From an optimization exercise on the open Yosys and OpenROAD flow, aimed at small area; shortcuts taken in it are not production practice.
In this exercise RTL edits were held to simulation tests only and were not proved equivalent to the original.
Power figures rest on the tool's default switching activity, not on a simulated workload.

==> flow/design.v <==
module fifo_1 (input clock, resetn, soft_reset, write_enb_next, read_enb,
               input [7:0] data_in, output reg [7:0] data_out, output full, empty);
reg [4:0] last;
reg [4:0] last_next;
reg [127:0] mem;
reg shift, hold;
wire rd = read_enb && !empty;
wire [7:0] m4 [0:3];
genvar g;
generate for (g = 0; g < 4; g = g + 1) begin: q
	assign m4[g] = last[1] ? (last[0] ? mem[(4*g+3)*8 +: 8] : mem[(4*g+2)*8 +: 8])
	                       : (last[0] ? mem[(4*g+1)*8 +: 8] : mem[(4*g)*8 +: 8]);
end endgenerate
wire [7:0] rdata = last[3] ? (last[2] ? m4[3] : m4[2]) : (last[2] ? m4[1] : m4[0]);
always @(posedge clock)
	mem <= ({mem[119:0], data_in} & {128{shift}}) | (mem & {128{hold}});
always @(posedge clock)
	if (!resetn || soft_reset) data_out <= 8'd0;
	else if (rd) data_out <= rdata;
always @(*)
	if (!resetn || soft_reset) last_next = 5'h1f;
	else if (shift && !rd) last_next = last + 5'd1;
	else if (rd && !shift) last_next = last - 5'd1;
	else last_next = last;
wire shift_next = write_enb_next && (last_next != 5'd15);
always @(posedge clock) begin
	last <= last_next;
	shift <= shift_next;
	hold <= !shift_next;
end
assign empty = last[4];
assign full  = (last == 5'd15);
endmodule
module fsm_1 (input clock, resetn, pkt_valid, fifo_full, soft_reset,
              input [2:0] fifo_empty, input [1:0] data_in, input [1:0] temp,
              output detect_add, lfd_state, ld_state, wte_state, laf_state,
              output write_enb_reg, write_next, busy);
localparam [2:0] DA = 3'd0, LD = 3'd1, LP = 3'd5, LAF = 3'd7,
                 LFD = 3'd3, WTE = 3'd2, FFS = 3'd6, CPE = 3'd4;
reg [2:0] ps, ns;
wire empty_in  = (data_in == 2'd0) ? fifo_empty[0] : (data_in == 2'd1) ? fifo_empty[1] : fifo_empty[2];
wire empty_tmp = (temp == 2'd0) ? fifo_empty[0] : (temp == 2'd1) ? fifo_empty[1] : fifo_empty[2];
always @(*)
	case (ps)
	DA:  ns = (pkt_valid && data_in != 2'd3) ? (empty_in ? LFD : WTE) : DA;
	LFD: ns = LD;
	LD:  ns = fifo_full ? FFS : !pkt_valid ? LP : LD;
	WTE: ns = empty_tmp ? LFD : WTE;
	FFS: ns = fifo_full ? FFS : LAF;
	LAF: ns = LD;
	LP:  ns = CPE;
	default: ns = fifo_full ? FFS : DA;
	endcase
always @(posedge clock)
	if (!resetn || soft_reset) ps <= DA;
	else ps <= ns;
assign detect_add = (ps == DA);
assign lfd_state = (ps == LFD);
assign ld_state = (ps == LD);
assign wte_state = (ps == WTE);
assign laf_state = (ps == LAF);
assign write_enb_reg = (ps == LD) | (ps == LP) | (ps == LAF);
assign write_next = resetn && !soft_reset && ((ns == LD) | (ns == LP) | (ns == LAF));
assign busy = !((ps == DA) | (ps == LD));
endmodule
module register_1 (input clock, resetn, pkt_valid, fifo_full, detect_add, lfd_state,
                   ld_state, wte_state, laf_state, input [7:0] data_in,
                   output reg err, output reg [7:0] dout);
reg [7:0] int_parity;
reg [7:0] full_byte;
reg parity_done, mismatch;
always @(posedge clock)
	if (!resetn) parity_done <= 1'b0;
	else parity_done <= ld_state && !pkt_valid && !fifo_full;
always @(posedge clock)
	mismatch <= (int_parity != data_in);
always @(posedge clock)
	if (!resetn) err <= 1'b0;
	else if (parity_done) err <= mismatch;
always @(posedge clock)
	if (detect_add || (ld_state && !fifo_full)) dout <= data_in;
	else if (wte_state) dout <= 8'd0;
	else if (laf_state) dout <= full_byte;
always @(posedge clock)
	if (!resetn) full_byte <= 8'd0;
	else if (ld_state && fifo_full) full_byte <= data_in;
always @(posedge clock)
	if (lfd_state) int_parity <= pkt_valid ? dout : 8'd0;
	else if (ld_state && pkt_valid) int_parity <= int_parity ^ data_in;
endmodule
module synchronizer_1 (input clock, resetn, vld_out, read_enb, output soft_reset);
reg [4:0] count;
assign soft_reset = (count == 5'b10000);
always @(posedge clock)
	if (!resetn || !vld_out || read_enb) count <= 5'd0;
	else count <= {count[3:0], ~(count[4] ^ count[2])};
endmodule
module router(input [7:0]data_in,input pkt_valid,clock,resetn,read_enb_0,read_enb_1,read_enb_2, output [7:0]data_out_0,data_out_1,data_out_2,
 	      output vld_out_0,vld_out_1,vld_out_2,err,busy);
wire [7:0] dout;
wire [2:0] full, empty;
reg [1:0] temp;
wire detect_add, lfd_state, ld_state, wte_state, laf_state, write_enb_reg;
wire soft_reset_0, soft_reset_1, soft_reset_2;
always @(posedge clock)
	if (detect_add) temp <= data_in[1:0];
wire write_next;
wire [2:0] write_enb_next = write_next ? {temp == 2'd2, temp == 2'd1, temp == 2'd0} : 3'b000;
wire fifo_full = (temp == 2'd0) ? full[0] : (temp == 2'd1) ? full[1] : full[2];
fifo_1 FIFO1(clock, resetn, soft_reset_0, write_enb_next[0], read_enb_0, dout, data_out_0, full[0], empty[0]);
fifo_1 FIFO2(clock, resetn, soft_reset_1, write_enb_next[1], read_enb_1, dout, data_out_1, full[1], empty[1]);
fifo_1 FIFO3(clock, resetn, soft_reset_2, write_enb_next[2], read_enb_2, dout, data_out_2, full[2], empty[2]);
assign vld_out_0 = !empty[0];
assign vld_out_1 = !empty[1];
assign vld_out_2 = !empty[2];
synchronizer_1 SYNC0(clock, resetn, vld_out_0, read_enb_0, soft_reset_0);
synchronizer_1 SYNC1(clock, resetn, vld_out_1, read_enb_1, soft_reset_1);
synchronizer_1 SYNC2(clock, resetn, vld_out_2, read_enb_2, soft_reset_2);
fsm_1 FSM(clock, resetn, pkt_valid, fifo_full, soft_reset_0 | soft_reset_1 | soft_reset_2,
	  empty, data_in[1:0], temp, detect_add, lfd_state, ld_state, wte_state, laf_state,
	  write_enb_reg, write_next, busy);
register_1 REGISTER(clock, resetn, pkt_valid, fifo_full, detect_add, lfd_state, ld_state,
	  wte_state, laf_state, data_in, err, dout);
endmodule
export LEC_CHECK = 0
export CAP_MARGIN = 20
export CORE_MARGIN = 2
export CORE_UTILIZATION = 85
export CTS_BUF_LIST = sky130_fd_sc_hd__clkbuf_8
export CTS_CLUSTER_DIAMETER = 60
export CTS_CLUSTER_SIZE = 20
export PLACE_DENSITY = 0.9
export SLEW_MARGIN = 20
create_clock -name core_clock -period 5.0 [get_ports {clock}]
standard.sh (not shown) runs the stock make flow with config.mk's settings and CLKGATE_MAP_FILE= SYNTH_SCRIPT=/design/flow/synth_recipe.tcl, a recipe that flattens the netlist after the stock synthesis.
==> flow/flow/run.sh <==
#!/bin/bash
# The standard layout, with two changes: the port buffers are buf_1
# instead of the flow's default choice, and CTS adds no dummy loads.
set -uo pipefail
export BUFFER_PORTS_ARGS="-buffer_cell sky130_fd_sc_hd__buf_1"
export CTS_ARGS="-sink_clustering_enable -repair_clock_nets -sink_clustering_size 30 -sink_clustering_max_diameter 40 -buf_list sky130_fd_sc_hd__clkbuf_16 -dont_use_dummy_load"
bash standard.sh > standard.log 2>&1
The baseline went through all stages and came out clean.
Next try:
==> flow/flow/run.sh (replaced) <==
#!/bin/bash
# The standard layout, with two changes: the port buffers are buf_1
# instead of the flow's default choice, and CTS adds no dummy loads.
set -uo pipefail
export BUFFER_PORTS_ARGS="-buffer_cell sky130_fd_sc_hd__buf_1"
export CTS_ARGS="-sink_clustering_enable -repair_clock_nets -sink_clustering_size 20 -sink_clustering_max_diameter 60 -buf_list sky130_fd_sc_hd__clkbuf_8 -dont_use_dummy_load"
bash standard.sh > standard.log 2>&1
First-iteration DRC count goes down by a quarter to a third.
Die area is unchanged.
Area after synthesis is unchanged.
Worst setup slack improved by 0.34 ns.
Cell count goes down slightly.
Utilization goes down by 3.0 points.
Routed wire length goes down by about a fifth.
Power goes down by about a fifth.
Final area goes down by a few percent.
Clock power goes down by well over a third.
Next try:
==> flow/flow/run.sh (replaced) <==
#!/bin/bash
# The standard layout, with two changes: the port buffers are buf_1
# instead of the flow's default choice, and CTS adds no dummy loads.
set -uo pipefail
export BUFFER_PORTS_ARGS="-buffer_cell sky130_fd_sc_hd__buf_1"
export CTS_ARGS="-sink_clustering_enable -repair_clock_nets -sink_clustering_size 20 -sink_clustering_max_diameter 60 -buf_list {sky130_fd_sc_hd__clkbuf_4 sky130_fd_sc_hd__clkbuf_8 sky130_fd_sc_hd__clkbuf_16} -dont_use_dummy_load"
bash standard.sh > standard.log 2>&1
The new run ran to the end with no violations; via count increases by a few percent; clock power increases by well over a third; hold slack hardly moves; worst setup slack gets worse by 0.090 ns; synthesized cell count stays the same; sequential cell count is unchanged; utilization increases by 1.6 points; wire length rose by roughly a tenth; maximum frequency goes down by a few percent; cell count is unchanged.
Next try:
==> flow/flow/run.sh (replaced) <==
#!/bin/bash
# The standard layout, with two changes: the port buffers are buf_1
# instead of the flow's default choice, and CTS adds no dummy loads.
set -uo pipefail
export BUFFER_PORTS_ARGS="-buffer_cell sky130_fd_sc_hd__buf_1"
export CTS_ARGS="-sink_clustering_enable -repair_clock_nets -sink_clustering_size 20 -sink_clustering_max_diameter 60 -buf_list sky130_fd_sc_hd__clkbuf_8 -dont_use_dummy_load"
bash standard.sh > standard.log 2>&1
- CAP_MARGIN: 20 -> 0
- SLEW_MARGIN: 20 -> 0
Outcome: Worst hold slack barely changes. Wire length drops by 11%. Worst setup slack improved by 0.073 ns. Clock-buffer cell count stays the same. Non-clock buffer count does not change. Cell area shrinks by 1.8%. Sequential share of layout area went up by 0.95 points. Utilization fell by 1.6 points. Via count decreases by 3.6%.
Next try:
==> flow/flow/run.sh (replaced) <==
#!/bin/bash
# The standard layout, with two changes: the port buffers are buf_1
# instead of the flow's default choice, and CTS adds no dummy loads.
set -uo pipefail
export BUFFER_PORTS_ARGS="-buffer_cell sky130_fd_sc_hd__buf_1"
export CTS_ARGS="-sink_clustering_enable -repair_clock_nets -sink_clustering_size 24 -sink_clustering_max_diameter 40 -buf_list sky130_fd_sc_hd__clkbuf_8 -dont_use_dummy_load"
bash standard.sh > standard.log 2>&1
- CAP_MARGIN: 0 -> 20
- SLEW_MARGIN: 0 -> 20
- sequential power barely changes
- wire length went up by 3.0%
- synthesized cell count stays the same
- final area went up by 0.91%
- flip-flop and latch count does not change
- setup slack got worse by 0.042 ns
- core utilization went up by 0.80 points
- clock power went up by 17%
- clock-buffer cell count went up by 12

==> what the ideal ports hide <==
Ports are ideal in the flow. The routed layouts listed here were re-timed in OpenROAD. Step 1, drivers: a clkbuf_16 drives clock and a buf_2 each remaining input, both assumed. Step 2 also shifts input and output timing later by t, the mid clock arrival at the registers, as if the neighbouring blocks saw the same clock. Slacks: ideal / step 1 / step 2; pairs: ideal / step 1.
| run | shift t [ns] | setup WS [ns] | worst hold slack (ns) |
|---|---|---|---|
| the first run | 0.589 | 1.871 / 1.831 / 1.242 | 0.463 / 0.463 / 0.463 |
| the second run | 0.641 | 2.215 / 2.200 / 1.559 | 0.456 / 0.456 / 0.456 |
| the third run | 0.602 | 2.125 / 2.113 / 1.511 | 0.458 / 0.458 / 0.458 |
| the fourth run | 0.643 | 2.198 / 2.198 / 1.584 | 0.456 / 0.456 / 0.456 |
| the fifth run | 0.605 | 2.156 / 2.143 / 1.538 | 0.459 / 0.459 / 0.459 |
After both steps every run listed still meets setup and hold. For the second run, which loses most, drivers alone change the setup slack by -0.015 ns; drivers and shift together by -0.656 ns.
